From an optimization exercise on the open Yosys and OpenROAD flow, aimed at small area and a short achievable clock period; shortcuts taken in it are not production practice. Only simulation tests tie the RTL to the original design; equivalence was not proved. Power figures rest on the tool's default switching activity, not on a simulated workload.

==> flow/design.v <==
module assignment6 (
	output reg [15:0] result1,
	output reg [15:0] result2,
	input wire [7:0] character,
	input wire enable_character,
	input wire clk,
	input wire rst
);
	reg direction;           
	reg [9:0] q;
	reg [3:0] r1, r0;
	reg [3:0] d1, d0;
	function [3:0] nines(input [3:0] x);
		nines = {~(x[3] | x[2] | x[1]), x[2] ^ x[1], x[1], ~x[0]};
	endfunction
	function [3:0] tab10(input [3:0] x, input [39:0] t);
		integer i;
		begin
			tab10 = 4'd0;
			for (i = 0; i < 10; i = i + 1)
				tab10 = tab10 | ({4{x == i}} & t[4 * i +: 4]);
		end
	endfunction
	function [3:0] bcdsub(input [3:0] x, input [3:0] y);
		reg [4:0] t;
		begin
			t = {1'b0, x} - {1'b0, y};
			bcdsub = t[4] ? t[3:0] + 4'd10 : t[3:0];
		end
	endfunction
	function [4:0] bcdadd(input [3:0] x, input [3:0] y, input ci);
		reg [4:0] t;
		begin
			t = {1'b0, x} + {1'b0, y} + {4'd0, ci};
			bcdadd = t > 5'd9 ? {1'b1, t[3:0] + 4'd6} : t;
		end
	endfunction
	function [10:0] skadd10(input [9:0] a, input [9:0] b, input ci);
		reg [9:0] g, p, gg, pp;
		reg [10:0] c;
		integer i, l, j;
		begin
			g = a & b;
			p = a ^ b;
			gg = g;
			pp = p;
			for (l = 0; l < 4; l = l + 1)
				for (i = 0; i < 10; i = i + 1)
					if ((i >> l) & 1) begin
						j = ((i >> (l + 1)) << (l + 1)) + (1 << l) - 1;
						gg[i] = gg[i] | (pp[i] & gg[j]);
						pp[i] = pp[i] & pp[j];
					end
			c[0] = ci;
			for (i = 1; i <= 10; i = i + 1)
				c[i] = gg[i - 1] | (pp[i - 1] & ci);
			skadd10 = {c[10], p ^ c[9:0]};
		end
	endfunction
	wire is_digit = character[7:4] == 4'h3 && (!character[3] || character[2:1] == 2'b00);
	wire is_lr = character == "L" || character == "R";
	wire is_nl = character == 8'h0a;
	wire [3:0] dg = character[3:0];
	wire [3:0] rlo = r0;
	wire [7:0] r = {r1, r0};
	wire [10:0] gt;     
	wire [9:1] tie;     
	assign gt[0] = 1'b1;
	assign gt[1] = q > 10'd65  || (q == 10'd65  && r > 8'h53);
	assign gt[2] = q > 10'd131 || (q == 10'd131 && r > 8'h07);
	assign gt[3] = q > 10'd196 || (q == 10'd196 && r > 8'h60);
	assign gt[4] = q > 10'd262 || (q == 10'd262 && r > 8'h14);
	assign gt[5] = q > 10'd327 || (q == 10'd327 && r >= 8'h68);    
	assign gt[6] = q > 10'd393 || (q == 10'd393 && r > 8'h21);
	assign gt[7] = q > 10'd458 || (q == 10'd458 && r > 8'h75);
	assign gt[8] = q > 10'd524 || (q == 10'd524 && r > 8'h28);
	assign gt[9] = q > 10'd589 || (q == 10'd589 && r > 8'h82);
	assign gt[10] = 1'b0;
	assign tie[1] = q == 10'd65  && r == 8'h53;
	assign tie[2] = q == 10'd131 && r == 8'h07;
	assign tie[3] = q == 10'd196 && r == 8'h60;
	assign tie[4] = q == 10'd262 && r == 8'h14;
	assign tie[5] = 1'b0;
	assign tie[6] = q == 10'd393 && r == 8'h21;
	assign tie[7] = q == 10'd458 && r == 8'h75;
	assign tie[8] = q == 10'd524 && r == 8'h28;
	assign tie[9] = q == 10'd589 && r == 8'h82;
	wire [3:0] dj =
		({4{tie[1]}} & 4'd6) | ({4{tie[2]}} & 4'd2) | ({4{tie[3]}} & 4'd8) |
		({4{tie[4]}} & 4'd4) | ({4{tie[6]}} & 4'd6) | ({4{tie[7]}} & 4'd2) |
		({4{tie[8]}} & 4'd8) | ({4{tie[9]}} & 4'd4);
	wire e = (|tie) && dg >= dj;
	wire [3:0] nr0_j = dg - dj;
	wire [9:0] sel;
	genvar gi;
	generate
		for (gi = 0; gi <= 9; gi = gi + 1) begin : g_sel
			assign sel[gi] = gt[gi] && !gt[gi + 1];
		end
	endgenerate
	wire [9:0] nak =
		({10{sel[0]}} & ~10'd0)   | ({10{sel[1]}} & ~10'd655) | ({10{sel[2]}} & ~10'd286) |
		({10{sel[3]}} & ~10'd942) | ({10{sel[4]}} & ~10'd573) | ({10{sel[5]}} & ~10'd204) |
		({10{sel[6]}} & ~10'd860) | ({10{sel[7]}} & ~10'd491) | ({10{sel[8]}} & ~10'd122) |
		({10{sel[9]}} & ~10'd778);
	wire [3:0] bk1 =
		({4{sel[1]}} & 4'd3) | ({4{sel[2]}} & 4'd7) | ({4{sel[4]}} & 4'd4) |
		({4{sel[5]}} & 4'd8) | ({4{sel[6]}} & 4'd1) | ({4{sel[7]}} & 4'd5) |
		({4{sel[8]}} & 4'd8) | ({4{sel[9]}} & 4'd2);
	wire [3:0] bk0 =
		({4{sel[1]}} & 4'd6) | ({4{sel[2]}} & 4'd2) | ({4{sel[3]}} & 4'd8) |
		({4{sel[4]}} & 4'd4) | ({4{sel[6]}} & 4'd6) | ({4{sel[7]}} & 4'd2) |
		({4{sel[8]}} & 4'd8) | ({4{sel[9]}} & 4'd4);
	wire [9:0] y0m1 = {q[6:0], 3'b000} + {q[8:0], 1'b0} + {6'd0, r1} + nak;
	wire [9:0] y0 = y0m1 + 10'd1;
	wire b0k = ((sel[2] || sel[7]) && dg < 4'd2) || ((sel[4] || sel[9]) && dg < 4'd4) ||
		((sel[1] || sel[6]) && dg < 4'd6) || ((sel[3] || sel[8]) && dg < 4'd8);
	wire borrow_k = rlo < bk1 || (rlo == bk1 && b0k);
	wire [9:0] nq_k = borrow_k ? y0m1 : y0;
	wire [3:0] nr0_k = bcdsub(dg, bk0);
	wire [3:0] nr1_k = b0k ? bcdsub(rlo, bk1 + 4'd1) : bcdsub(rlo, bk1);
	wire [9:0] n_q = e ? 10'd0 : nq_k;
	wire [3:0] n_r1 = e ? 4'd0 : nr1_k;
	wire [3:0] n_r0 = e ? nr0_j : nr0_k;
	wire r_gt68 = r > 8'h68;
	wire r_gt36 = r > 8'h36;
	wire ge = gt[5];                                   
	wire flip = q > 10'd327 || (q == 10'd327 && r_gt68);    
	wire nz = q != 10'd0 || r != 8'h00;
	wire neg = direction ? ge : (nz && !flip);
	wire [3:0] f0 = tab10(r0, {4'd7, 4'd8, 4'd9, 4'd0, 4'd1, 4'd2, 4'd3, 4'd4, 4'd5, 4'd6});
	wire r0_gt6 = r0 > 4'd6;
	wire [3:0] f1 = r0_gt6 ? tab10(r1, {4'd3, 4'd4, 4'd5, 4'd6, 4'd7, 4'd8, 4'd9, 4'd0, 4'd1, 4'd2})
	                       : tab10(r1, {4'd4, 4'd5, 4'd6, 4'd7, 4'd8, 4'd9, 4'd0, 4'd1, 4'd2, 4'd3});
	wire [3:0] rm1 = flip ? f1 : r1;
	wire [3:0] rm0 = flip ? f0 : r0;
	wire d_nz = d0 != 4'd0 || d1 != 4'd0;
	wire d0_nz = d0 != 4'd0;
	wire [3:0] md0 = d0_nz ? 4'd10 - d0 : 4'd0;
	wire [3:0] md1 = d0_nz ? nines(d1) : (d1 != 4'd0 ? 4'd10 - d1 : 4'd0);
	wire [3:0] v1 = neg ? d1 : md1;
	wire [3:0] v0 = neg ? d0 : md0;
	wire rm_ge_v = rm1 > v1 || (rm1 == v1 && rm0 >= v0);
	wire nd_zero = rm1 == v1 && rm0 == v0;
	wire hit = d_nz && rm_ge_v;
	wire [3:0] o1 = neg ? nines(rm1) : rm1;
	wire [3:0] o0 = neg ? nines(rm0) : rm0;
	wire [4:0] u0 = bcdadd(d0, o0, neg);
	wire [4:0] u1 = bcdadd(d1, o1, u0[4]);
	wire turn = enable_character && is_nl;
	wire [9:0] xa = result2[9:0];
	wire [9:0] xb = q ^ {10{flip}};
	wire [9:0] xc = {10{flip}} & 10'd655;
	wire [9:0] cs_s = xa ^ xb ^ xc;
	wire [10:0] cs_c = {(xa & xb) | (xa & xc) | (xb & xc), flip && !r_gt36};
	wire [10:0] lo = skadd10(cs_s, cs_c[9:0], hit);
	wire up = lo[10] ^ cs_c[10] ^ flip;
	wire [5:0] hi_ones = {&result2[14:10], &result2[13:10], &result2[12:10], &result2[11:10], result2[10], 1'b1};
	wire [15:0] res2_next = {result2[15:10] ^ ({6{up}} & hi_ones), lo[9:0]};
	wire [15:0] res1_next = result1 + 16'd1;
	wire ld_a = rst || (enable_character && !is_lr);
	wire clr_a = rst || !is_digit;
	wire ld_t = rst || turn;
	wire ld_1 = rst || (turn && nd_zero);
	always @(posedge clk) begin
		if (enable_character && is_lr)
			direction <= character[4];    
		if (ld_a) begin
			q <= clr_a ? 10'd0 : n_q;
			r1 <= clr_a ? 4'd0 : n_r1;
			r0 <= clr_a ? 4'd0 : n_r0;
		end
		if (ld_t) begin
			d1 <= rst ? 4'd5 : u1[3:0];
			d0 <= rst ? 4'd0 : u0[3:0];
			result2 <= rst ? 16'd0 : res2_next;
		end
		if (ld_1)
			result1 <= rst ? 16'd0 : res1_next;
	end
endmodule
module aoc_dial_top (
	output wire [15:0] result_part1,
	output wire [15:0] result_part2,
	input wire [7:0] character,
	input wire enable_character,
	input wire clk,
	input wire rst
);
	assignment6 m_dial (result_part1, result_part2, character, enable_character, clk, rst);
endmodule
==> flow/flow/run.sh <==
#!/bin/bash
# Standard layout, with plain buffers on the ports instead of the delay
# buffers buffer_ports picks by default, and a clock tree of small buffers
# without dummy loads.
set -e
export BUFFER_PORTS_ARGS="-buffer_cell sky130_fd_sc_hd__buf_2"
export CTS_ARGS="-sink_clustering_enable -repair_clock_nets -buf_list sky130_fd_sc_hd__clkbuf_8 -dont_use_dummy_load"
export SETUP_SLACK_MARGIN=13.1
bash standard.sh > standard.log 2>&1
==> flow/standard.sh <==
#!/bin/bash
# synth_recipe.tcl (not shown) runs the flow's synth.tcl, then flattens the netlist and writes it again
# the make line also repeats each setting of config.mk as NAME=value (left out here)
make -C /OpenROAD-flow-scripts/flow DESIGN_CONFIG=/design/flow/config.mk WORK_HOME=/design/flow/orfs CLKGATE_MAP_FILE= SYNTH_SCRIPT=/design/flow/synth_recipe.tcl "${@:-finish}"
==> flow/config.mk <==
export PLATFORM = sky130hd
export DESIGN_NAME = aoc_dial_top
export DESIGN_NICKNAME = aoc_dial_top
export VERILOG_FILES = /design/flow/design.v
export SDC_FILE = /design/flow/constraint.sdc
export NUM_CORES = 4
export LEC_CHECK = 0
export ABC_AREA = 1
export CAP_MARGIN = 20
export CORE_MARGIN = 2
export CORE_UTILIZATION = 40
export SLEW_MARGIN = 20
==> flow/constraint.sdc <==
create_clock -name core_clock -period 19.0 [get_ports {clk}]
set_input_delay 3.8000 -clock core_clock [delete_from_list [all_inputs] [get_ports {clk}]]
set_output_delay 3.8000 -clock core_clock [all_outputs]
set_load 0.01 [all_outputs]
==> results.ini, run 1 <==
[placed_design]
io_buffers=42
place_congestion=0.996
post_dp_cell_area_um2=7810
dp_hpwl_um=16000

[global_route]
grt-ovfl-total=0
antenna_found_initial=0
grtUsageMet1_pct=29.1
grt_use_met3_pct=2.10
grt_pass1_wl_um=32400
use_met2_pct=32.5
grt_usage_pct=20.4
grt_busiest_layer=met2
grt_max_degree=29
grt_pass1_vias=6657

[sta]
totalNegativeSetupSlack_ns=0
worst_pin_slew_ns=0.814
fmax_mhz=175
setup_viol=0
maxSlewHeadroom_pct=45.4
slew_viol_final=0
clock_skew_ns=0.0164
rsz0062_at_grt=yes
finalCritPeriodShare_pct=30.0
hold_viol=0
period_needed_ns=5.70

[layout]
fin_util_pct=45.0
drive_above_1_share_pct=11.8
area_growth_pct=10.1
nets=1223
final_cell_area_um2=8110
n_antenna_cell=0

[setup_path]
timing.rr.end=m_dial.d1[2]
crit_family=buffers and inverters
end_kind=register
cp.required_ns=18.97
reg2reg_setup_slack_ns=13.47
slowest_stage=nand2_2
critical_path_class=input port to register
critPathMaxFanout=28
r2r_start=m_dial.q[4]
rr_worst_depth=26
worst-path-buf-inv=2
worstPathCellList=buf_2 > clkinv_1 > nand2_2
critical_path.startpoint_type=input port
max_stage_delay_ns=0.78
worstPathArrival_ns=5.67

[synthesis]
synth_area_um2=7370
syn_inst=1065
synth_ff_type=edfxtp_1
synth.avg_cell_area_um2=6.92
synth_area_leaders=edfxtp_1, ha_1, nand2_1
synth_cell_type_count=52
yosys-top-cells-count=nand2_1, inv_1, nor2_1
syn-num-nets=1167
ys_seq_area_share_pct=24.0
synth_top_area_share_pct=24.0
yosys.area.top_type=edfxtp_1
synth_edf_count=59
ys_seq_elements=59
synth.most_common_cell=nand2_1
ys_warn_count=1
async_reset_ff_share_pct=0

[power]
p_int_mw=0.401
switching_share_pct=48.2
p_leak_nw=4.08
power_frac_seq_pct=25.1
power.density_nw_per_um2=95.4
p_sw_mw=0.373
peakVddDrop_uv=39.2
power_frac_comb_pct=63.7
clockPowerShare_pct=11.2
total_power_mw=0.774

[clocking]
clkSinkCount=59
htree_num_levels=3
cts.hold.buffers_added=0
clk_path_buf_depth=2
clk_latency_ns=0.34
cts_tree=done
root_buffer=clkbuf_8
cts-buffers-inserted=9
clk_pin_slew_ns=0.07

[drt]
vias=7018
final_antenna_net_count=0
drtIter0Drc=458
first_pass_iters=5
routed_wl_um=19600
vias_per_cell=5.21
wl_per_cell_um=14.6
route.detailed.drc=0

[worst_hold_path]
hold_depth=2
hold_end=m_dial.result2[15]
hold_start=m_dial.result2[15]
hold_path.class=register to register

[die]
die_w_um=140
initial_core_util_pct=40.9
die_h_um=140
dieArea_um2=19500
io_pins=43
core_region_area_um2=18000
rows=49

[job]
cap_violations=0

[run_status]
outcome=complete, no violations

==> repair_timing <==
item / in CTS / in global routing
endpoints found under the setup margin: 27 / 21
buffers inserted: 2 / 15
pin swaps: 0 / 1
resized for setup: 2 / 11
cloned: 0 / 0
==> per-stage QoR <==
stage / instances / hold slack, ns / setup slack [ns]
2_1_floorplan: 1065 / 0.645 / 13.48
3_3_place_gp: 1321 / 0.622 / 12.65
3_5_place_dp: 1321 / 0.622 / 12.64
4_1_cts: 1332 / 0.644 / 13.02
5_1_grt: 1348 / 0.663 / 13.02
6_report: 1348 / 0.633 / 13.30
==> power by group through the flow <==
stage | clock, mW | combinational [mW] | sequential [mW]
global placement | 0 | 0.475 | 0.198
floorplan | 0 | 0.371 | 0.192
finish | 0.0870 | 0.493 | 0.194
detailed placement | 0 | 0.481 | 0.198
global route | 0.0944 | 0.566 | 0.196
CTS | 0.0906 | 0.486 | 0.195
==> registers in the layout, summed over array words and instances, names as in the netlist <==
signal	count
m_dial.result2	16
m_dial.result1	16
m_dial.r1	4
m_dial.d1	4
m_dial.r0	4
m_dial.direction	1
m_dial.d0	4
m_dial.q	10
==> worst max-delay path by stage <==
stage	slack, ns	from	cells after the start	to
2_1_floorplan	13.48	character[1]	4	m_dial.result1[0]
3_3_place_gp	12.65	rst	3	m_dial.d1[1]
3_5_place_dp	12.64	rst	3	m_dial.d1[0]
4_1_cts	13.02	m_dial.r0[3]	28	m_dial.d1[2]
5_1_grt	13.02	m_dial.q[0]	28	m_dial.d1[2]
6_report	13.30	rst	3	m_dial.d1[2]
==> per-layer routing <==
layer / vias up / share of wire [%]
li1: 3609 / -
met1: 3174 / 48
met2: 209 / 44
met3: 26 / 5.6
met4: 0 / 1.9
met5: - / 0
==> final cells by class <==
cell class,instances,area [µm²]
inverters,188,718
flip-flops and latches,59,1770
clock buffers,9,124
well taps,229,287
multi-input cells,803,4870
fillers,1940,9910
repair buffers,60,345
==> logic make-up (layout without fill, tap and decap cells) <==
group                      after synthesis  after routing  synth area share, %
AOI/OAI and AO/OA                      147            147                 11.4
xor gates and xnor gates                48             48                 5.70
adders and majority gates               91             91                 17.3
buffers and inverters                  203            257                 10.7
DFF                                     59             59                 24.0
muxes                                    2              2                0.289
and+or+nand+nor                        515            515                 30.7
==> worst register-to-register path: cells and delay by family, from the launching register on <==
family | cells | cell delay [ns]
AOI/OAI and AO/OA | 7 | 1.16
buffers and inverters | 4 | 0.45
DFF | 1 | 0.43
adders and majority gates | 5 | 1.64
and+or+nand+nor | 8 | 1.13
xor gates and xnor gates | 2 | 0.45
==> placed cells by master (no fill, tap or decap), types with 4 or more instances in the layout <==
| cell | count |
|---|---|
| o21ai_0 | 54 |
| inv_1 | 169 |
| nand2_1 | 207 |
| ha_1 | 73 |
| and3_1 | 4 |
| xor2_1 | 33 |
| nor3_1 | 23 |
| clkbuf_8 | 9 |
| nor2_1 | 139 |
| o21ai_1 | 5 |
| inv_2 | 14 |
| nand2_2 | 17 |
| buf_2 | 42 |
| nor4_1 | 9 |
| nand3_1 | 68 |
| a21oi_1 | 57 |
| nand4_1 | 25 |
| xnor2_1 | 13 |
| edfxtp_1 | 59 |
| buf_4 | 18 |
| a21o_1 | 4 |
| fa_1 | 18 |
| nor2_2 | 10 |
==> inputs of run 2 (changes only) <==
--- a/flow/flow/run.sh
+++ b/flow/flow/run.sh
@@ -6,4 +6,4 @@
 export BUFFER_PORTS_ARGS="-buffer_cell sky130_fd_sc_hd__buf_2"
 export CTS_ARGS="-sink_clustering_enable -repair_clock_nets -buf_list sky130_fd_sc_hd__clkbuf_8 -dont_use_dummy_load"
-export SETUP_SLACK_MARGIN=13.1
+export SETUP_SLACK_MARGIN=12.9
 bash standard.sh > standard.log 2>&1
==> run 2 against run 1 <==
Effect of this change:
- still clean on timing, DRC and antenna
- cell count down 0.52%
- sequential share of layout area rose by 0.18 points
- wire length down 0.82%
- final area fell by 0.83%
- synthesized cell count stayed put
- synthesized area unchanged
- sequential power is essentially flat
- die area did not move
- core utilization decreased by 0.37 points
- fmax down 3.1%
- critical endpoint is now m_dial.r1[1]
- largest cell class unchanged
==> results.ini, run 2 <==
[run_status]
outcome=complete, no violations  ; unchanged

[die]
dieArea_um2=19500  ; unchanged
io_pins=43  ; unchanged
rows=49  ; unchanged
initial_core_util_pct=40.9  ; unchanged
die_h_um=140  ; unchanged
core_region_area_um2=18000  ; unchanged
die_w_um=140  ; unchanged

[sta]
finalCritPeriodShare_pct=30.9  ; was 30.0%
hold_viol=0  ; unchanged
maxSlewHeadroom_pct=42.7  ; was 45.4%
fmax_mhz=170  ; was 175 MHz
totalNegativeSetupSlack_ns=0  ; unchanged
slew_viol_final=0  ; unchanged
clock_skew_ns=0.0171  ; was 0.0164 ns
setup_viol=0  ; unchanged
period_needed_ns=5.88  ; was 5.70 ns
worst_pin_slew_ns=0.857  ; was 0.814 ns
rsz0062_at_grt=yes  ; unchanged

[layout]
fill_cells=1944  ; was 1,940
register_area_um2=1770  ; unchanged
area_growth_pct=9.17  ; was 10.1%
mostFrequentLayoutCell=nand2_1  ; unchanged
nets=1216  ; was 1,223
layout_common_cells=nand2_1, inv_1, nor2_1  ; unchanged
reg.largest.list=m_dial.result1: 16 flops, m_dial.result2: 16 flops, m_dial.q: 10 flops  ; unchanged
finalNonFillerCells=1341  ; was 1,348
n_antenna_cell=0  ; unchanged
fin_util_pct=44.6  ; was 45.0%
drive_above_1_share_pct=11.0  ; was 11.8%
multi_input_area_um2=4850  ; was 4870 µm²

[synthesis]
async_reset_ff_share_pct=0  ; unchanged
syn-num-nets=1167  ; unchanged
synth.avg_cell_area_um2=6.92  ; unchanged
synth_area_um2=7370  ; unchanged
ys_seq_elements=59  ; unchanged
yosys.area.top_type=edfxtp_1  ; unchanged
synth.most_common_cell=nand2_1  ; unchanged
syn_inst=1065  ; unchanged
synth_edf_count=59  ; unchanged
yosys-top-cells-count=nand2_1, inv_1, nor2_1  ; unchanged
synth_top_area_share_pct=24.0  ; unchanged
synth_cell_type_count=52  ; unchanged
synth_area_leaders=edfxtp_1, ha_1, nand2_1  ; unchanged
synth_ff_type=edfxtp_1  ; unchanged
ys_warn_count=1  ; unchanged
ys_seq_area_share_pct=24.0  ; unchanged

[setup_path]
crit_family=buffers and inverters  ; unchanged
worst-path-buf-inv=2  ; unchanged
timing.rr.end=m_dial.d1[2]  ; unchanged
crit_path_start=rst  ; unchanged
worstPathArrival_ns=5.83  ; was 5.67 ns
cp.required_ns=18.95  ; was 18.97 ns
max_stage_delay_ns=0.95  ; was 0.78 ns
cp_num_cells=3  ; unchanged
end_kind=register  ; unchanged
worstPathCellList=buf_2 > clkinv_1 > nand2_1  ; was buf_2 > clkinv_1 > nand2_2
r2r_start=m_dial.r0[3]  ; was m_dial.q[4]
critical_path_class=input port to register  ; unchanged
crit_path_end=m_dial.r1[1]  ; was m_dial.d1[2]
critical_path.startpoint_type=input port  ; unchanged
critPathMaxFanout=28  ; unchanged
slowest_stage=nand2_1  ; was nand2_2
reg2reg_setup_slack_ns=13.24  ; was 13.47 ns
rr_worst_depth=28  ; was 26

[power]
p_int_mw=0.398  ; was 0.401 mW
switching_share_pct=48.2  ; about the same
power.density_nw_per_um2=95.5  ; was 95.4 nW/µm²
p_leak_nw=4.04  ; was 4.08 nW
power_frac_comb_pct=63.4  ; was 63.7%
clockPowerShare_pct=11.3  ; was 11.2%
total_power_mw=0.768  ; was 0.774 mW
p_sw_mw=0.370  ; was 0.373 mW
peakVddDrop_uv=37.4  ; was 39.2 µV
power_frac_seq_pct=25.3  ; was 25.1%

[clocking]
clkSinkCount=59  ; unchanged
cts.hold.buffers_added=0  ; unchanged
cts_tree=done  ; unchanged
cts-buffers-inserted=9  ; unchanged
clk_path_buf_depth=2  ; unchanged
root_buffer=clkbuf_8  ; unchanged
htree_num_levels=3  ; unchanged
clk_latency_ns=0.34  ; about the same
clk_pin_slew_ns=0.07  ; about the same

[drt]
drtIter0Drc=470  ; was 458
dr.max_layer_used=met4  ; unchanged
dr_wl_met2_um=8650  ; was 8700 µm
wl_per_cell_um=14.5  ; was 14.6 µm
routed_wl_um=19500  ; was 19,600 µm
first_pass_iters=5  ; unchanged
met1Wirelength_um=9580  ; was 9470 µm
vias_per_cell=5.22  ; was 5.21
route.met3.wl_um=934  ; was 1100 µm
vias=7001  ; was 7,018
final_antenna_net_count=0  ; unchanged
route.detailed.drc=0  ; unchanged

[placed_design]
dpl.cell_count=1321  ; unchanged
place_congestion=0.996  ; unchanged
io_buffers=42  ; unchanged
dp_hpwl_um=16000  ; unchanged

[global_route]
grt_pass1_wl_um=32300  ; was 32,400 µm
grt_usage_pct=20.3  ; was 20.4%
grt_max_degree=29  ; unchanged
antenna_found_initial=0  ; unchanged
grt-ovfl-total=0  ; unchanged
grt_pass1_vias=6664  ; was 6,657

[worst_hold_path]
hold_depth=2  ; unchanged
hold_path.class=register to register  ; unchanged

[job]
cap_violations=0  ; unchanged

==> run 2: cell counts after synthesis <==
No cell type changed its count.
==> run 2: logic make-up (layout without fill, tap and decap cells) <==
| logic type | after synthesis | count (layout) | synth area share, % |
|---|---|---|---|
| flops | 59 | 59 | 24.0 |
| fa+ha+maj | 91 | 91 | 17.3 |
| compound gates | 147 | 147 | 11.4 |
| simple gates | 515 | 515 | 30.7 |
| mux | 2 | 2 | 0.289 |
| buf+inv | 203 | 250 | 10.7 |
| xor+xnor | 48 | 48 | 5.70 |
==> run 2: repair_timing <==
| action | in CTS | in global routing |
|---|---|---|
| gates resized for setup | 0 | 9 |
| setup buffers | 1 | 9 |
| endpoints found under the setup margin | 1 | 27 |
| endpoints found under the hold margin | 0 | 0 |
==> run 2: layout make-up <==
type | count | share of cell area, %
clock buffers | 9 | 1.54
repair buffers | 53 | 3.64
well taps | 229 | 3.56
multi-input cells | 803 | 60.3
flip-flops and latches | 59 | 22.0
inverters | 188 | 8.93
==> run 2: per-layer routing <==
layer  global-route usage (%)  vias up
met5                        0        -
met4                     6.37        0
met3                     2.10       24
met2                     32.3      188
met1                     29.0     3186
li1                         -     3603
==> run 2: power by group through the flow <==
| stage | Sequential, mW | Clock [mW] | Combinational, mW |
|---|---|---|---|
| 2_1_floorplan | 0.192 | 0 | 0.371 |
| 3_3_place_gp | 0.198 | 0 | 0.475 |
| 3_5_place_dp | 0.198 | 0 | 0.481 |
| 4_1_cts | 0.195 | 0.0906 | 0.485 |
| 5_1_grt | 0.197 | 0.0944 | 0.560 |
| 6_report | 0.195 | 0.0867 | 0.487 |
==> run 2: worst min-delay path: cells and delay by family, from the launching register on <==
| family | cells | cell delay (ns) |
|---|---|---|
| xor+xnor | 1 | 0.07 |
| flops | 1 | 0.37 |
| simple gates | 1 | 0.08 |
==> run 2: worst min path at each step <==
stage	slack [ns]	startpoint	end
after floorplan	0.64	m_dial.result2[15]	m_dial.result2[15]
after global placement	0.62	m_dial.result2[14]	m_dial.result2[14]
after detailed placement	0.62	m_dial.result2[15]	m_dial.result2[15]
after CTS	0.64	m_dial.result2[15]	m_dial.result2[15]
after global routing	0.66	m_dial.result2[15]	m_dial.result2[15]
final	0.63	m_dial.result2[15]	m_dial.result2[15]
==> run 2: metrics by stage <==
stage,hold WS (ns),cell area [µm²],setup slack [ns]
2_1_floorplan,0.645,7380,13.48
4_1_cts,0.644,7940,13.00
6_report,0.633,8050,13.12
5_1_grt,0.663,8050,12.83
3_5_place_dp,0.622,7810,12.64
3_3_place_gp,0.622,7810,12.65
==> inputs of run 3 (changes only) <==
--- a/flow/flow/run.sh
+++ b/flow/flow/run.sh
@@ -6,4 +6,4 @@
 export BUFFER_PORTS_ARGS="-buffer_cell sky130_fd_sc_hd__buf_2"
 export CTS_ARGS="-sink_clustering_enable -repair_clock_nets -buf_list sky130_fd_sc_hd__clkbuf_8 -dont_use_dummy_load"
-export SETUP_SLACK_MARGIN=12.9
+export SETUP_SLACK_MARGIN=13.7
 bash standard.sh > standard.log 2>&1
==> run 3 against run 2 <==
Effect of this change:
- die area unchanged
- final area increased by 8.8%
- wire length increased by 11%
- total power increased by 5.3%
- synthesized cell count unchanged
- sequential share of layout area decreased by 1.8 points
- first-iteration DRC count increased by 10%
- worst setup slack improved by 0.67 ns
- critical endpoint is now m_dial.r0[2]
==> results.ini, run 3 <==
[run_status]
outcome=complete, no violations  ; unchanged

[layout]
mostFrequentLayoutCell=nand2_1  ; unchanged
reg.largest.list=m_dial.result1: 16 flops, m_dial.result2: 16 flops, m_dial.q: 10 flops  ; unchanged
fin_util_pct=48.5  ; was 44.6%
n_antenna_cell=0  ; unchanged
layout_common_cells=nand2_1, inv_1, nor2_1  ; unchanged
area_growth_pct=18.7  ; was 9.17%
nets=1276  ; was 1,216
drive_above_1_share_pct=20.1  ; was 11.0%

[clocking]
root_buffer=clkbuf_8  ; unchanged
cts-buffers-inserted=9  ; unchanged
clkSinkCount=59  ; unchanged
cts_tree=done  ; unchanged
clk_latency_ns=0.35  ; was 0.34 ns
cts.hold.buffers_added=0  ; unchanged
clk_pin_slew_ns=0.06  ; was 0.07 ns
htree_num_levels=3  ; unchanged
clk_path_buf_depth=2  ; unchanged

[setup_path]
critPathMaxFanout=9  ; was 28
worstPathArrival_ns=5.32  ; was 5.83 ns
end_kind=register  ; unchanged
critical_path_class=input port to register  ; unchanged
cp.required_ns=19.11  ; was 18.95 ns
critical_path.startpoint_type=input port  ; unchanged

[drt]
vias=7287  ; was 7,001
first_pass_iters=5  ; unchanged
met1Wirelength_um=10100  ; was 9580 µm
dr.max_layer_used=met4  ; unchanged
route.met3.wl_um=1070  ; was 934 µm
routed_wl_um=21500  ; was 19,500 µm
route.detailed.drc=0  ; unchanged
dr_wl_met2_um=9740  ; was 8650 µm
final_antenna_net_count=0  ; unchanged
drtIter0Drc=517  ; was 470
wl_per_cell_um=15.4  ; was 14.5 µm
vias_per_cell=5.20  ; was 5.22

[synthesis]
ys_seq_area_share_pct=24.0  ; unchanged
ys_seq_elements=59  ; unchanged
synth.most_common_cell=nand2_1  ; unchanged
ys_warn_count=1  ; unchanged
yosys.area.top_type=edfxtp_1  ; unchanged
synth_edf_count=59  ; unchanged
syn_inst=1065  ; unchanged
synth_area_leaders=edfxtp_1, ha_1, nand2_1  ; unchanged
async_reset_ff_share_pct=0  ; unchanged
synth_area_um2=7370  ; unchanged
synth_ff_type=edfxtp_1  ; unchanged
synth.avg_cell_area_um2=6.92  ; unchanged
syn-num-nets=1167  ; unchanged
synth_top_area_share_pct=24.0  ; unchanged
yosys-top-cells-count=nand2_1, inv_1, nor2_1  ; unchanged
synth_cell_type_count=52  ; unchanged

[sta]
setup_viol=0  ; unchanged
rsz0062_at_grt=no  ; was yes
period_needed_ns=5.21  ; was 5.88 ns
maxSlewHeadroom_pct=62.0  ; was 42.7%
finalCritPeriodShare_pct=27.4  ; was 30.9%
clock_skew_ns=0.0213  ; was 0.0171 ns
whs_ns=0.624  ; was 0.633 ns
totalNegativeSetupSlack_ns=0  ; unchanged
hold_viol=0  ; unchanged
worst_pin_slew_ns=0.566  ; was 0.857 ns
fmax_mhz=192  ; was 170 MHz
slew_viol_final=0  ; unchanged

[power]
peakVddDrop_uv=89.8  ; was 37.4 µV
clockPowerShare_pct=10.9  ; was 11.3%
total_power_mw=0.809  ; was 0.768 mW
power_frac_seq_pct=24.1  ; was 25.3%
switching_share_pct=48.0  ; was 48.2%
p_sw_mw=0.389  ; was 0.370 mW
power.density_nw_per_um2=92.4  ; was 95.5 nW/µm²
p_int_mw=0.420  ; was 0.398 mW
power_frac_comb_pct=65.0  ; was 63.4%
p_leak_nw=4.38  ; was 4.04 nW

[die]
die_w_um=140  ; unchanged
dieArea_um2=19500  ; unchanged
initial_core_util_pct=40.9  ; unchanged
core_region_area_um2=18000  ; unchanged
rows=49  ; unchanged
io_pins=43  ; unchanged
die_h_um=140  ; unchanged

[placed_design]
dp_hpwl_um=16400  ; was 16,000 µm
io_buffers=42  ; unchanged
place_congestion=0.980  ; was 0.996

[global_route]
grt_max_degree=29  ; unchanged
antenna_found_initial=0  ; unchanged
grt-ovfl-total=0  ; unchanged
grt_usage_pct=21.6  ; was 20.3%
grt_pass1_vias=6675  ; was 6,664
grt_pass1_wl_um=34200  ; was 32,300 µm

[worst_hold_path]
hold_path.class=register to register  ; unchanged

[job]
cap_violations=0  ; unchanged

-- run 3: cell count changes in the layout (fill, tap and decap cells not counted), moves of 9 or more --
cell,before,now
buf_4,11,68
nand2_1,208,197
inv_1,170,157
a21oi_1,57,47
nand2_2,16,27
nor2_1,139,130
a21oi_2,0,10
-- run 3: worst paths after layout --
path / startpoint / cells after the start / end / slack [ns]
max reg2reg: m_dial.q[9] / 29 / m_dial.d1[2] / 13.96
min: m_dial.result2[15] / 2 / m_dial.result2[15] / 0.62
max: character[2] / 9 / m_dial.r0[2] / 13.79
min reg2reg: m_dial.result2[15] / 2 / m_dial.result2[15] / 0.62
-- run 3: area by class of cell --
cell class | count | area (µm²)
Fill cell | 1822 | 9270
Multi-Input combinational cell | 804 | 5070
Sequential cell | 59 | 1770
Timing Repair Buffer | 112 | 758
Inverter | 188 | 739
Tap cell | 229 | 287
Clock buffer | 9 | 124
-- run 3: what timing repair did --
action	CTS	global route
pin swaps	1	22
gates resized for setup	18	69
setup endpoints to repair	67	12
buffers inserted	23	47
gates cloned	0	1
-- run 3: metal layers --
layer	track usage (%)	up-vias
li1	-	3704
met1	30.6	3328
met2	33.5	210
met3	3.54	45
met4	7.47	0
met5	0	-
-- run 3: stage by stage --
stage          std cells  cell area (µm²)  setup WS [ns]
4_1_cts             1353             8190          13.70
3_3_place_gp        1321             7830          12.81
3_5_place_dp        1321             7830          12.78
5_1_grt             1401             8750          13.64
2_1_floorplan       1065             7400          13.68
6_report            1401             8750          13.79
-- run 3: worst max-delay path, cell delays in order --
cell and delay (ns):
buf_2 0.20, inv_1 0.09, fa_1 0.55, inv_1 0.04, ha_1 0.26, nand2_1 0.05, o21ai_1 0.08, o21ai_1 0.17
nor2_1 0.06
-- run 3: cell families after synthesis --
kind of cell / share of synthesized area, %
and+or+nand+nor: 30.7
buffers and inverters: 10.7
AOI/OAI and AO/OA: 11.4
adders and majority gates: 17.3
DFF: 24.0
xor gates and xnor gates: 5.70
muxes: 0.289
-- run 3: power by group through the flow --
stage,Combinational (mW),Clock [mW],Sequential (mW)
floorplan,0.373,0,0.192
global route,0.600,0.0960,0.197
global placement,0.469,0,0.200
CTS,0.491,0.0909,0.194
finish,0.526,0.0882,0.195
detailed placement,0.473,0,0.200
==> inputs of run 4 (changes only) <==
--- a/flow/flow/run.sh
+++ b/flow/flow/run.sh
@@ -6,4 +6,4 @@
 export BUFFER_PORTS_ARGS="-buffer_cell sky130_fd_sc_hd__buf_2"
 export CTS_ARGS="-sink_clustering_enable -repair_clock_nets -buf_list sky130_fd_sc_hd__clkbuf_8 -dont_use_dummy_load"
-export SETUP_SLACK_MARGIN=13.7
+export SETUP_SLACK_MARGIN=13.4
 bash standard.sh > standard.log 2>&1
==> run 4 against run 3 <==
Effect of this change:
- still clean
- wire length shrank 8.0%
- core utilization shrank 2.7 points
- sequential power is essentially flat
- cell count shrank 2.7%
- combinational power shrank 4.8%
- first-iteration DRC count shrank 16%
- total power shrank 3.4%
- non-clock buffer count shrank 37
- sequential share of layout area grew 1.2 points
- clock-buffer cell count is the same
- largest cell class unchanged
==> results.ini, run 4 <==
[drt]
wl_per_cell_um=14.5  ; was 15.4 µm
vias=7055  ; was 7,287
first_pass_iters=5  ; unchanged
final_antenna_net_count=0  ; unchanged
drtIter0Drc=432  ; was 517
routed_wl_um=19800  ; was 21,500 µm
vias_per_cell=5.18  ; was 5.20
route.detailed.drc=0  ; unchanged

[die]
die_w_um=140  ; unchanged
core_region_area_um2=18000  ; unchanged
io_pins=43  ; unchanged
dieArea_um2=19500  ; unchanged
initial_core_util_pct=40.9  ; unchanged
die_h_um=140  ; unchanged
rows=49  ; unchanged

[sta]
worst_pin_slew_ns=0.658  ; was 0.566 ns
setup_viol=0  ; unchanged
maxSlewHeadroom_pct=55.8  ; was 62.0%
totalNegativeSetupSlack_ns=0  ; unchanged
period_needed_ns=5.37  ; was 5.21 ns
clock_skew_ns=0.0165  ; was 0.0213 ns
whs_ns=0.633  ; was 0.624 ns
finalCritPeriodShare_pct=28.3  ; was 27.4%
rsz0062_at_grt=no  ; unchanged
hold_viol=0  ; unchanged
slew_viol_final=0  ; unchanged
fmax_mhz=186  ; was 192 MHz

[layout]
register_area_um2=1770  ; unchanged
mostFrequentLayoutCell=nand2_1  ; unchanged
nets=1238  ; was 1,276
fill_cells=1926  ; was 1,822
multi_input_area_um2=4910  ; was 5070 µm²
area_growth_pct=12.2  ; was 18.7%
drive_above_1_share_pct=14.2  ; was 20.1%
reg.largest.list=m_dial.result1: 16 flops, m_dial.result2: 16 flops, m_dial.q: 10 flops  ; unchanged
n_antenna_cell=0  ; unchanged
layout_common_cells=nand2_1, inv_1, nor2_1  ; unchanged

[synthesis]
ys_seq_area_share_pct=24.0  ; unchanged
synth.avg_cell_area_um2=6.92  ; unchanged
syn_inst=1065  ; unchanged
synth_edf_count=59  ; unchanged
synth_top_area_share_pct=24.0  ; unchanged
synth_cell_type_count=52  ; unchanged
yosys-top-cells-count=nand2_1, inv_1, nor2_1  ; unchanged
synth_ff_type=edfxtp_1  ; unchanged
ys_warn_count=1  ; unchanged
synth_area_um2=7370  ; unchanged
synth_area_leaders=edfxtp_1, ha_1, nand2_1  ; unchanged
yosys.area.top_type=edfxtp_1  ; unchanged
async_reset_ff_share_pct=0  ; unchanged
syn-num-nets=1167  ; unchanged
ys_seq_elements=59  ; unchanged
synth.most_common_cell=nand2_1  ; unchanged

[setup_path]
critPathMaxFanout=5  ; was 9
crit_family=adder cells  ; unchanged
cp.required_ns=19.08  ; was 19.11 ns
max_stage_delay_ns=0.50  ; was 0.55 ns
critical_path.startpoint_type=input port  ; unchanged
critical_path_class=input port to register  ; unchanged
worstPathCellList=buf_2 > inv_1 > ha_1 > fa_1 > inv_1 > ha_1 > nand2_1 > o21ai_0 > o21ai_0 > nor2_1  ; was buf_2 > inv_1 > fa_1 > inv_1 > ha_1 > nand2_1 > o21ai_1 > o21ai_1 > nor2_1
worst-path-buf-inv=3  ; unchanged
end_kind=register  ; unchanged
slowest_stage=fa_1  ; unchanged
worstPathArrival_ns=5.46  ; was 5.32 ns

[worst_hold_path]
hold_path.class=register to register  ; unchanged

[placed_design]
io_buffers=42  ; unchanged
dp_hpwl_um=16000  ; was 16,400 µm
place_congestion=0.996  ; was 0.980

[job]
cap_violations=0  ; unchanged

[run_status]
outcome=complete, no violations  ; unchanged

[clocking]
cts_tree=done  ; unchanged
clk_path_buf_depth=2  ; unchanged
root_buffer=clkbuf_8  ; unchanged
clkSinkCount=59  ; unchanged
clk_latency_ns=0.34  ; was 0.35 ns
cts-buffers-inserted=9  ; unchanged
htree_num_levels=3  ; unchanged
clk_pin_slew_ns=0.07  ; was 0.06 ns
cts.hold.buffers_added=0  ; unchanged

[global_route]
antenna_found_initial=0  ; unchanged
grt_max_degree=29  ; unchanged
grt_pass1_vias=6700  ; was 6,675
grt-ovfl-total=0  ; unchanged
grt_pass1_wl_um=32600  ; was 34,200 µm
grt_usage_pct=20.5  ; was 21.6%

[power]
clockPowerShare_pct=11.2  ; was 10.9%
p_int_mw=0.406  ; was 0.420 mW
p_sw_mw=0.375  ; was 0.389 mW
power.density_nw_per_um2=94.5  ; was 92.4 nW/µm²
p_leak_nw=4.16  ; was 4.38 nW
switching_share_pct=48.0  ; about the same
peakVddDrop_uv=39.7  ; was 89.8 µV
power_frac_seq_pct=24.7  ; was 24.1%
power_frac_comb_pct=64.1  ; was 65.0%

[run 4: area by class of cell]
type	instances	share of cell area, %
clock buffers	9	1.50
inverters	188	8.65
multi-input cells	803	59.4
flip-flops and latches	59	21.4
well taps	229	3.46
repair buffers	75	5.58
[run 4: worst min-delay path, cell delays in order, from the launching register on]
cell and delay, ns:
edfxtp_1 0.37, xor2_1 0.07, nor2_1 0.08
[run 4: timing repair]
item,4_1_cts,5_1_grt
endpoints found under the setup margin,45,14
buffers inserted,11,21
pin swaps,0,6
resized for setup,12,20
[run 4: power by group through the flow]
stage,registers (mW),logic [mW],clock network [mW]
final,0.193,0.501,0.0873
after global routing,0.195,0.575,0.0942
after CTS,0.194,0.491,0.0906
after detailed placement,0.198,0.481,0
after global placement,0.198,0.475,0
after floorplan,0.192,0.371,0
[run 4: routing by layer]
metal	vias up	share of wire (%)	global-route usage, %
met5	-	0	0
met4	0	1.8	6.58
met3	25	5.3	1.89
met2	197	45	32.8
met1	3190	48	29.3
li1	3643	-	-
[run 4: logic make-up (layout without fill, tap and decap cells)]
kind of cell	Yosys count	after routing	synth area share, %
and+or+nand+nor	515	515	30.7
buffers and inverters	203	272	10.7
AOI/OAI and AO/OA	147	147	11.4
adders and majority gates	91	91	17.3
DFF	59	59	24.0
xor gates and xnor gates	48	48	5.70
muxes	2	2	0.289
[run 4: final timing paths]
path | startpoint | endpoint | slack (ns) | cells after the start
max | character[1] | m_dial.r0[2] | 13.63 | 10
min | m_dial.result2[15] | m_dial.result2[15] | 0.63 | 2
max reg2reg | m_dial.r0[3] | m_dial.d1[2] | 13.75 | 29
min reg2reg | m_dial.result2[15] | m_dial.result2[15] | 0.63 | 2
[run 4: stage by stage]
stage	utilization, %	total power [mW]	cells	worst slack [ns]	area [µm²]
5_1_grt	45.9	0.864	1363	13.41	8270
3_3_place_gp	43.3	0.673	1321	12.65	7810
3_5_place_dp	43.3	0.679	1321	12.64	7810
6_report	45.9	0.782	1363	13.63	8270
2_1_floorplan	-	0.562	1065	13.48	7380
4_1_cts	44.7	0.775	1341	13.39	8050
==> inputs of run 5 (changes only) <==
==> flow/flow/run.sh (replaced) <==
#!/bin/bash
# Standard layout, with plain buffers on the ports instead of the delay
# buffers buffer_ports picks by default, and a clock tree of small buffers
# without dummy loads.
set -e
export BUFFER_PORTS_ARGS="-buffer_cell sky130_fd_sc_hd__buf_2"
export CTS_ARGS="-sink_clustering_enable -repair_clock_nets -buf_list sky130_fd_sc_hd__clkbuf_4 -dont_use_dummy_load"
export SETUP_SLACK_MARGIN=13.4
bash standard.sh > standard.log 2>&1
==> run 5 against run 4 <==
Effect of this change:
- largest cell class unchanged
- core utilization is 0.44 points lower
- final area is 0.97% lower
- still clean on timing, DRC and antenna
- highest routed layer unchanged
- sequential share of layout area is 0.21 points higher
- hold slack better by 0.0090 ns
- clock skew is 0.014 ns higher
- global-route usage hardly changed
- register-to-register slack worse by 0.08 ns
- first-iteration DRC count is 6.7% higher
- cell count hardly changed
==> results.ini, run 5 <==
[run_status]
outcome=complete, no violations  ; unchanged

[synthesis]
syn_inst=1065  ; unchanged
synth_top_area_share_pct=24.0  ; unchanged
synth_area_leaders=edfxtp_1, ha_1, nand2_1  ; unchanged
yosys-top-cells-count=nand2_1, inv_1, nor2_1  ; unchanged
synth_cell_type_count=52  ; unchanged
yosys.area.top_type=edfxtp_1  ; unchanged
synth_area_um2=7370  ; unchanged
async_reset_ff_share_pct=0  ; unchanged
ys_warn_count=1  ; unchanged
synth.most_common_cell=nand2_1  ; unchanged
synth.avg_cell_area_um2=6.92  ; unchanged
ys_seq_area_share_pct=24.0  ; unchanged
synth_edf_count=59  ; unchanged
ys_seq_elements=59  ; unchanged
synth_ff_type=edfxtp_1  ; unchanged
syn-num-nets=1167  ; unchanged

[power]
power.density_nw_per_um2=92.4  ; was 94.5 nW/µm²
total_power_mw=0.757  ; was 0.782 mW
peakVddDrop_uv=39.6  ; was 39.7 µV
p_leak_nw=4.13  ; was 4.16 nW

[clocking]
htree_num_levels=3  ; unchanged
cts-buffers-inserted=9  ; unchanged
clkSinkCount=59  ; unchanged
root_buffer=clkbuf_4  ; was clkbuf_8
clk_pin_slew_ns=0.11  ; was 0.07 ns
clk_latency_ns=0.42  ; was 0.34 ns
cts.hold.buffers_added=0  ; unchanged
cts_tree=done  ; unchanged
clk_path_buf_depth=2  ; unchanged

[sta]
clock_skew_ns=0.0303  ; was 0.0165 ns
slew_viol_final=0  ; unchanged
hold_viol=0  ; unchanged
rsz0062_at_grt=yes  ; was no
setup_viol=0  ; unchanged
fmax_mhz=186  ; about the same
period_needed_ns=5.36  ; was 5.37 ns
totalNegativeSetupSlack_ns=0  ; unchanged
finalCritPeriodShare_pct=28.2  ; was 28.3%
worst_pin_slew_ns=0.654  ; was 0.658 ns
maxSlewHeadroom_pct=56.1  ; was 55.8%

[setup_path]
worstPathArrival_ns=5.61  ; was 5.46 ns
critical_path_class=input port to register  ; unchanged
cp_num_cells=9  ; was 10
critical_path.startpoint_type=input port  ; unchanged
timing.rr.end=m_dial.d1[2]  ; unchanged
reg2reg_setup_slack_ns=13.67  ; was 13.75 ns
crit_family=simple AND/OR/NAND/NOR gates  ; was adder cells
rr_worst_depth=29  ; unchanged
worstPathCellList=buf_2 > ha_1 > a21oi_1 > nand3_1 > nand2_1 > inv_1 > nor2_2 > inv_1 > a21oi_1  ; was buf_2 > inv_1 > ha_1 > fa_1 > inv_1 > ha_1 > nand2_1 > o21ai_0 > o21ai_0 > nor2_1
crit_path_end=m_dial.q[7]  ; was m_dial.r0[2]
slowest_stage=nor2_2  ; was fa_1
end_kind=register  ; unchanged
r2r_start=m_dial.r0[3]  ; unchanged
worst-path-buf-inv=3  ; unchanged
cp.required_ns=19.25  ; was 19.08 ns
crit_path_start=character[3]  ; was character[1]
critPathMaxFanout=8  ; was 5
max_stage_delay_ns=0.36  ; was 0.50 ns

[layout]
drive_above_1_share_pct=13.9  ; was 14.2%
area_growth_pct=11.1  ; was 12.2%
layout_common_cells=nand2_1, inv_1, nor2_1  ; unchanged
final_cell_area_um2=8190  ; was 8270 µm²
nets=1236  ; was 1,238
fill_cells=1941  ; was 1,926
reg.largest.list=m_dial.result1: 16 flops, m_dial.result2: 16 flops, m_dial.q: 10 flops  ; unchanged
mostFrequentLayoutCell=nand2_1  ; unchanged

[drt]
wl_per_cell_um=14.6  ; was 14.5 µm
route.detailed.drc=0  ; unchanged
drtIter0Drc=461  ; was 432
first_pass_iters=5  ; unchanged
vias_per_cell=5.20  ; was 5.18
routed_wl_um=19800  ; about the same
final_antenna_net_count=0  ; unchanged
vias=7087  ; was 7,055

[worst_hold_path]
hold_depth=2  ; unchanged
hold_path.class=register to register  ; unchanged

[placed_design]
post_dp_cell_area_um2=7810  ; unchanged
dp_hpwl_um=16000  ; unchanged
io_buffers=42  ; unchanged
place_congestion=0.996  ; unchanged

[global_route]
grt_pass1_wl_um=32600  ; about the same
grt_usage_pct=20.5  ; about the same
antenna_found_initial=1  ; was 0
grt_max_degree=29  ; unchanged
grt-ovfl-total=0  ; unchanged
grt_pass1_vias=6714  ; was 6,700

[die]
die_w_um=140  ; unchanged
initial_core_util_pct=40.9  ; unchanged
dieArea_um2=19500  ; unchanged
io_pins=43  ; unchanged
core_region_area_um2=18000  ; unchanged
die_h_um=140  ; unchanged
rows=49  ; unchanged

[job]
cap_violations=0  ; unchanged

[run 5: power breakdown]
group	switching (mW)	internal (mW)	leakage [nW]	total, mW
Sequential	0.0217	0.171	0.615	0.193
Combinational	0.308	0.192	3.47	0.500
Clock	0.0428	0.0220	0.0414	0.0647
[run 5: tightest hold or removal path, stage by stage, from the launching register on]
cell,delay (ns)
edfxtp_1,0.38
xor2_1,0.07
nor2_1,0.08
[run 5: timing repair]
| action | in CTS | in global routing |
|---|---|---|
| pin swaps | 0 | 6 |
| setup buffers | 11 | 19 |
| hold endpoints to repair | 0 | 0 |
| gates cloned | 0 | 0 |
| endpoints found under the setup margin | 45 | 11 |
| gates resized for setup | 12 | 16 |
[run 5: per-layer routing]
metal	vias up	part of all wire, %	GRT usage [%]
li1	3641	-	-
met1	3234	49	29.3
met2	188	45	32.8
met3	24	4.3	2.17
met4	0	1.7	6.32
met5	-	0	0
[run 5: cells by family after synthesis]
kind of cell    synth area share, %
simple gates                   30.7
buf+inv                        10.7
compound gates                 11.4
fa+ha+maj                      17.3
flops                          24.0
xor+xnor                       5.70
mux                           0.289
[run 5: area by class of cell]
cell class | count | area [µm²] | share of cell area, %
Antenna cell | 1 | 2.50 | 0.0306
Tap cell | 229 | 287 | 3.50
Clock buffer | 9 | 67.6 | 0.825
Multi-Input combinational cell | 803 | 4900 | 59.9
Inverter | 188 | 716 | 8.74
Sequential cell | 59 | 1770 | 21.6
Timing Repair Buffer | 73 | 443 | 5.41
[run 5: metrics by stage]
step / utilization, % / worst slack [ns] / instances / hold slack, ns
2_1_floorplan: - / 13.48 / 1065 / 0.645
3_3_place_gp: 43.3 / 12.65 / 1321 / 0.622
3_5_place_dp: 43.3 / 12.64 / 1321 / 0.622
4_1_cts: 44.4 / 13.39 / 1341 / 0.653
5_1_grt: 45.4 / 13.32 / 1362 / 0.673
6_report: 45.4 / 13.64 / 1362 / 0.642
[run 5: worst min path at each step]
stage                                  start            endpoint  slack [ns]
final                     m_dial.result2[15]  m_dial.result2[15]        0.64
after detailed placement  m_dial.result2[15]  m_dial.result2[15]        0.62
after global routing      m_dial.result2[15]  m_dial.result2[15]        0.67
after floorplan           m_dial.result2[15]  m_dial.result2[15]        0.64
after CTS                 m_dial.result2[15]  m_dial.result2[15]        0.65
after global placement    m_dial.result2[14]  m_dial.result2[14]        0.62
==> inputs of run 6 (changes only) <==
--- a/flow/flow/run.sh
+++ b/flow/flow/run.sh
@@ -4,5 +4,5 @@
 # without dummy loads.
 set -e
-export BUFFER_PORTS_ARGS="-buffer_cell sky130_fd_sc_hd__buf_2"
+export BUFFER_PORTS_ARGS="-buffer_cell sky130_fd_sc_hd__buf_1"
 export CTS_ARGS="-sink_clustering_enable -repair_clock_nets -buf_list sky130_fd_sc_hd__clkbuf_4 -dont_use_dummy_load"
 export SETUP_SLACK_MARGIN=13.4
==> run 6 against run 5 <==
Effect of this change:
- critical path type unchanged
- register-to-register slack improved by 0.11 ns
- non-clock buffer count fell by 1
- wire length fell by 1.3%
- cell count barely moved
- total power rose by 0.66%
- clock skew rose by 0.0051 ns
==> results.ini, run 6 <==
[sta]
rsz0062_at_grt=no  ; was yes
slew_viol_final=0  ; unchanged
fmax_mhz=183  ; was 186 MHz
worst_pin_slew_ns=0.910  ; was 0.654 ns
whs_ns=0.631  ; was 0.642 ns
period_needed_ns=5.47  ; was 5.36 ns
timing.final.ws_setup_ns=13.53  ; was 13.64 ns
maxSlewHeadroom_pct=38.9  ; was 56.1%
clock_skew_ns=0.0354  ; was 0.0303 ns
totalNegativeSetupSlack_ns=0  ; unchanged
hold_viol=0  ; unchanged
finalCritPeriodShare_pct=28.8  ; was 28.2%
setup_viol=0  ; unchanged

[synthesis]
synth_ff_type=edfxtp_1  ; unchanged
synth_cell_type_count=52  ; unchanged
synth_area_leaders=edfxtp_1, ha_1, nand2_1  ; unchanged
syn-num-nets=1167  ; unchanged
synth_area_um2=7370  ; unchanged
synth_edf_count=59  ; unchanged
synth_top_area_share_pct=24.0  ; unchanged
syn_inst=1065  ; unchanged
synth.avg_cell_area_um2=6.92  ; unchanged
synth.most_common_cell=nand2_1  ; unchanged
ys_seq_elements=59  ; unchanged
ys_seq_area_share_pct=24.0  ; unchanged
yosys-top-cells-count=nand2_1, inv_1, nor2_1  ; unchanged
ys_warn_count=1  ; unchanged
async_reset_ff_share_pct=0  ; unchanged
yosys.area.top_type=edfxtp_1  ; unchanged

[global_route]
grt_pass1_vias=6494  ; was 6,714
grt-ovfl-total=0  ; unchanged
grt_pass1_wl_um=31600  ; was 32,600 µm
antenna_found_initial=1  ; unchanged
grt_usage_pct=19.9  ; was 20.5%
grt_max_degree=29  ; unchanged

[drt]
first_pass_iters=5  ; unchanged
vias_per_cell=5.16  ; was 5.20
drtIter0Drc=545  ; was 461
final_antenna_net_count=0  ; unchanged
vias=7022  ; was 7,087
wl_per_cell_um=14.4  ; was 14.6 µm
routed_wl_um=19600  ; was 19,800 µm
route.detailed.drc=0  ; unchanged

[die]
io_pins=43  ; unchanged
rows=49  ; unchanged
dieArea_um2=19500  ; unchanged
core_region_area_um2=18000  ; unchanged
initial_core_util_pct=40.9  ; unchanged
die_w_um=140  ; unchanged
die_h_um=140  ; unchanged

[power]
power_frac_comb_pct=66.4  ; was 66.0%
switching_share_pct=48.9  ; was 49.2%
peakVddDrop_uv=48.0  ; was 39.6 µV
p_sw_mw=0.373  ; about the same
power_frac_seq_pct=25.3  ; was 25.5%
p_int_mw=0.389  ; was 0.385 mW
power.density_nw_per_um2=93.8  ; was 92.4 nW/µm²
p_leak_nw=4.00  ; was 4.13 nW
total_power_mw=0.762  ; was 0.757 mW
clockPowerShare_pct=8.2  ; was 8.5%

[placed_design]
io_buffers=42  ; unchanged
dpl.cell_count=1322  ; was 1,321
post_dp_cell_area_um2=7760  ; was 7810 µm²
place_ws_ns=12.71  ; was 12.64 ns
place_congestion=0.989  ; was 0.996
dp_hpwl_um=15700  ; was 16,000 µm

[layout]
area_growth_pct=10.3  ; was 11.1%
mostFrequentLayoutCell=nand2_1  ; unchanged
fin_util_pct=45.1  ; was 45.4%
drive_above_1_share_pct=9.99  ; was 13.9%
final_cell_area_um2=8130  ; was 8190 µm²
layout_common_cells=nand2_1, inv_1, nor2_1  ; unchanged
reg.largest.list=m_dial.result1: 16 flops, m_dial.result2: 16 flops, m_dial.q: 10 flops  ; unchanged
nets=1235  ; was 1,236
finalNonFillerCells=1361  ; was 1,362

[clocking]
cts-buffers-inserted=9  ; unchanged
root_buffer=clkbuf_4  ; unchanged
cts_tree=done  ; unchanged
clk_latency_ns=0.40  ; was 0.42 ns
clkSinkCount=59  ; unchanged
clk_path_buf_depth=2  ; unchanged
clk_pin_slew_ns=0.08  ; was 0.11 ns
htree_num_levels=3  ; unchanged

[setup_path]
critPathMaxFanout=28  ; was 8
cp.required_ns=19.04  ; was 19.25 ns
end_kind=register  ; unchanged
critical_path.startpoint_type=input port  ; unchanged
critical_path_class=input port to register  ; unchanged
worstPathArrival_ns=5.51  ; was 5.61 ns

[worst_hold_path]
hold_path.class=register to register  ; unchanged

[run_status]
outcome=complete, no violations  ; unchanged

[job]
cap_violations=0  ; unchanged

-- run 6: cell counts after synthesis --
Identical to the previous run, type by type.
-- run 6: metal layers --
layer | global-route usage, % | vias up | share of wire (%)
met5 | 0 | - | 0
met4 | 5.42 | 0 | 1.6
met3 | 2.65 | 23 | 5.5
met2 | 31.6 | 207 | 44
met1 | 28.6 | 3166 | 48
li1 | - | 3626 | -
-- run 6: cell type report --
type | instances | area (µm²)
antenna | 1 | 2.50
clock buffer | 9 | 67.6
fill | 1911 | 9900
inverter | 188 | 719
multi-input combinational | 803 | 4900
sequential | 59 | 1770
tap | 229 | 287
timing repair buffer | 72 | 380
-- run 6: kinds of logic (layout without fill, tap and decap cells) --
| kind of cell | after synthesis | count (layout) | synth area share [%] |
|---|---|---|---|
| adder cells (fa/ha/maj) | 91 | 91 | 17.3 |
| AND/OR/NAND/NOR | 515 | 515 | 30.7 |
| XOR/XNOR | 48 | 48 | 5.70 |
| buffers and inverters | 203 | 269 | 10.7 |
| AO/OA/AOI/OAI | 147 | 147 | 11.4 |
| multiplexers | 2 | 2 | 0.289 |
| flip-flops | 59 | 59 | 24.0 |
| other | 0 | 1 | 0 |
-- run 6: final timing paths --
kind	startpoint	to	slack, ns	cells after the start
worst min-delay path	m_dial.result1[0]	m_dial.result1[0]	0.63	1
worst max register to register	m_dial.q[3]	m_dial.d1[1]	13.78	26
worst max-delay path	rst	m_dial.d0[1]	13.53	4
worst min register to register	m_dial.result1[0]	m_dial.result1[0]	0.63	1
-- run 6: worst max-delay path, stage by stage --
cell and delay, ns:
buf_1 0.07, buf_4 0.23, clkinv_1 0.76, nand2_4 0.64
-- run 6: timing repair --
action | in CTS | in global routing
buffers inserted | 5 | 23
endpoints found under the setup margin | 45 | 50
resized for setup | 7 | 22
gates cloned | 0 | 0
hold buffers | 0 | 0
pin swaps | 0 | 6
-- run 6: power groups by stage --
stage	clock [mW]	sequential, mW	combinational (mW)
2_1_floorplan	0	0.192	0.371
3_3_place_gp	0	0.198	0.471
3_5_place_dp	0	0.198	0.474
4_1_cts	0.0667	0.194	0.481
5_1_grt	0.0704	0.196	0.578
6_report	0.0629	0.193	0.506
==> inputs of run 7 (changes only) <==
==> flow/flow/run.sh (replaced) <==
#!/bin/bash
# Standard layout, with plain buffers on the ports instead of the delay
# buffers buffer_ports picks by default, and a clock tree of small buffers
# without dummy loads.
set -e
export BUFFER_PORTS_ARGS="-buffer_cell sky130_fd_sc_hd__buf_1"
export CTS_ARGS="-sink_clustering_enable -repair_clock_nets -buf_list sky130_fd_sc_hd__clkbuf_8 -dont_use_dummy_load"
export SETUP_SLACK_MARGIN=13.5
bash standard.sh > standard.log 2>&1
==> run 7 against run 6 <==
Effect of this change:
- still clean
- cell count up 1.4%
- combinational power up 2%
- register-to-register slack about the same
- final area up 3.2%
- clock power up 38%
- sequential share of layout area down 0.68 points
- synthesized area unchanged
- largest cell class unchanged
- highest routed layer unchanged
==> results.ini, run 7 <==
[run_status]
outcome=complete, no violations  ; unchanged

[sta]
clock_skew_ns=0.0265  ; was 0.0354 ns
totalNegativeSetupSlack_ns=0  ; unchanged
fmax_mhz=186  ; was 183 MHz
timing.final.ws_setup_ns=13.63  ; was 13.53 ns
finalCritPeriodShare_pct=28.2  ; was 28.8%
period_needed_ns=5.37  ; was 5.47 ns
worst_pin_slew_ns=0.615  ; was 0.910 ns
setup_viol=0  ; unchanged
rsz0062_at_grt=no  ; unchanged
hold_viol=0  ; unchanged
maxSlewHeadroom_pct=58.7  ; was 38.9%
slew_viol_final=0  ; unchanged
whs_ns=0.632  ; was 0.631 ns

[global_route]
grt_pass1_wl_um=31500  ; was 31,600 µm
grt-ovfl-total=0  ; unchanged
grt_pass1_vias=6475  ; was 6,494
antenna_found_initial=0  ; was 1
grt_max_degree=29  ; unchanged
grt_usage_pct=20.0  ; was 19.9%

[setup_path]
worstPathCellList=clkbuf_2 > inv_2 > ha_1 > fa_1 > inv_1 > ha_1 > nand2_1 > o21ai_0 > o21ai_0 > nor2_1  ; was buf_1 > buf_4 > clkinv_1 > nand2_4
worst-path-buf-inv=3  ; unchanged
slowest_stage=fa_1  ; was clkinv_1
critical_path_class=input port to register  ; unchanged
crit_family=adder cells  ; was buffers and inverters
critPathMaxFanout=5  ; was 28
end_kind=register  ; unchanged
max_stage_delay_ns=0.51  ; was 0.76 ns
cp.required_ns=19.09  ; was 19.04 ns
reg2reg_setup_slack_ns=13.78  ; about the same
critical_path.startpoint_type=input port  ; unchanged
worstPathArrival_ns=5.45  ; was 5.51 ns

[die]
core_region_area_um2=18000  ; unchanged
die_w_um=140  ; unchanged
rows=49  ; unchanged
dieArea_um2=19500  ; unchanged
io_pins=43  ; unchanged
die_h_um=140  ; unchanged
initial_core_util_pct=40.9  ; unchanged

[power]
p_leak_nw=4.13  ; was 4.00 nW
power.density_nw_per_um2=94.8  ; was 93.8 nW/µm²
peakVddDrop_uv=44.3  ; was 48.0 µV
total_power_mw=0.795  ; was 0.762 mW

[synthesis]
synth_ff_type=edfxtp_1  ; unchanged
yosys-top-cells-count=nand2_1, inv_1, nor2_1  ; unchanged
async_reset_ff_share_pct=0  ; unchanged
synth_area_leaders=edfxtp_1, ha_1, nand2_1  ; unchanged
synth_area_um2=7370  ; unchanged
ys_warn_count=1  ; unchanged
ys_seq_area_share_pct=24.0  ; unchanged
syn-num-nets=1167  ; unchanged
synth_top_area_share_pct=24.0  ; unchanged
ys_seq_elements=59  ; unchanged
synth_cell_type_count=52  ; unchanged
synth.avg_cell_area_um2=6.92  ; unchanged
synth.most_common_cell=nand2_1  ; unchanged
synth_edf_count=59  ; unchanged
syn_inst=1065  ; unchanged
yosys.area.top_type=edfxtp_1  ; unchanged

[layout]
area_growth_pct=13.8  ; was 10.3%
nets=1255  ; was 1,235
mostFrequentLayoutCell=nand2_1  ; unchanged
drive_above_1_share_pct=12.5  ; was 9.99%
layout_common_cells=nand2_1, inv_1, nor2_1  ; unchanged
reg.largest.list=m_dial.result1: 16 flops, m_dial.result2: 16 flops, m_dial.q: 10 flops  ; unchanged
n_antenna_cell=0  ; was 1

[placed_design]
place_ws_ns=12.60  ; was 12.71 ns
io_buffers=42  ; unchanged
dp_hpwl_um=15600  ; was 15,700 µm
place_congestion=0.981  ; was 0.989

[drt]
routed_wl_um=20100  ; was 19,600 µm
route.detailed.drc=0  ; unchanged
vias=7260  ; was 7,022
first_pass_iters=5  ; unchanged
wl_per_cell_um=14.5  ; was 14.4 µm
drtIter0Drc=567  ; was 545
vias_per_cell=5.26  ; was 5.16
final_antenna_net_count=0  ; unchanged

[worst_hold_path]
hold_path.class=register to register  ; unchanged

[job]
cap_violations=0  ; unchanged

[clocking]
clk_pin_slew_ns=0.08  ; about the same
cts-buffers-inserted=9  ; unchanged
cts_tree=done  ; unchanged
root_buffer=clkbuf_8  ; was clkbuf_4
clk_latency_ns=0.36  ; was 0.40 ns
clkSinkCount=59  ; unchanged
clk_path_buf_depth=2  ; unchanged
htree_num_levels=3  ; unchanged

## run 7: area by class of cell
| type | instances | area [µm²] |
|---|---|---|
| sequential | 59 | 1770 |
| inverter | 188 | 727 |
| timing repair buffer | 92 | 556 |
| multi-input combinational | 803 | 4920 |
| clock buffer | 9 | 124 |
| fill | 1853 | 9640 |
| tap | 229 | 287 |
## run 7: where the power goes
| group | leakage, nW | switching [mW] | total (mW) | internal (mW) |
|---|---|---|---|---|
| registers | 0.615 | 0.0217 | 0.193 | 0.171 |
| clock network | 0.0647 | 0.0448 | 0.0868 | 0.0420 |
| logic | 3.45 | 0.314 | 0.515 | 0.201 |
| total | 4.13 | 0.380 | 0.795 | 0.415 |
## run 7: worst paths after layout
check,to,start,depth (start not counted)
min reg2reg,m_dial.result2[15],m_dial.result2[15],2
min,m_dial.result2[15],m_dial.result2[15],2
max reg2reg,m_dial.d1[2],m_dial.q[5],26
max,m_dial.r0[2],character[1],10
## run 7: tightest hold or removal path: stages, from the launching register on
cell      delay (ns)
edfxtp_1        0.37
xor2_1          0.08
nor2_1          0.08
## run 7: cells by family (layout without fill, tap and decap cells)
group | count (synthesis) | count (layout) | share of synthesized area (%)
AOI/OAI and AO/OA | 147 | 147 | 11.4
and+or+nand+nor | 515 | 515 | 30.7
adders and majority gates | 91 | 91 | 17.3
xor gates and xnor gates | 48 | 48 | 5.70
buffers and inverters | 203 | 289 | 10.7
DFF | 59 | 59 | 24.0
muxes | 2 | 2 | 0.289
## run 7: timing repair
action	CTS	global route
buffers inserted	10	39
setup endpoints to repair	46	14
pin swaps	1	9
resized for setup	14	31
hold buffers	0	0
## run 7: layer usage
metal / wire, µm / track usage [%]
met4: 476 / 6.47
met2: 8930 / 31.9
met3: 1280 / 2.68
met1: 9380 / 28.1
met5: 0 / 0
## run 7: per-stage QoR
step / cells / utilization [%] / cell area, µm²
after floorplan: 1065 / - / 7390
after global placement: 1322 / 43.1 / 7760
after detailed placement: 1322 / 43.1 / 7760
after CTS: 1341 / 44.4 / 8010
after global routing: 1380 / 46.5 / 8390
final: 1380 / 46.5 / 8390

## what the ideal ports hide
The results above use ideal ports. As a check the final layouts listed here were re-extracted and re-timed, cells and wires unchanged.
Step 1 assumes that a clkbuf_16 drives the clock port and a buf_2 every other input.
Step 2 also shifts input and output timing later by t, the mid clock arrival at the registers, as if the neighbouring blocks saw the same clock.
Three values: ideal ports, drivers, drivers and shift; two values: the first two.
| run | t (ns) | slack for setup (ns) | latest minus earliest clock arrival (ns) | slew at the worst register clock pin (ns) |
|---|---|---|---|---|
| run 1 | 0.368 | 13.300 / 13.316 / 12.947 | 0.016 / 0.017 | 0.07 / 0.07 |
| run 2 | 0.365 | 13.120 / 13.136 / 12.770 | 0.017 / 0.017 | 0.07 / 0.07 |
| run 3 | 0.381 | 13.790 / 13.793 / 13.412 | 0.021 / 0.021 | 0.07 / 0.07 |
| run 4 | 0.370 | 13.628 / 13.638 / 13.268 | 0.016 / 0.016 | 0.07 / 0.07 |
| run 5 | 0.441 | 13.638 / 13.656 / 13.215 | 0.030 / 0.031 | 0.11 / 0.11 |
| run 6 | 0.423 | 13.526 / 13.540 / 13.117 | 0.035 / 0.035 | 0.11 / 0.11 |
| run 7 | 0.383 | 13.635 / 13.651 / 13.268 | 0.026 / 0.026 | 0.08 / 0.08 |
After both steps every run listed still meets setup and hold. For run 5, which loses most, drivers alone change the setup slack by +0.018 ns; drivers and shift together by -0.423 ns.
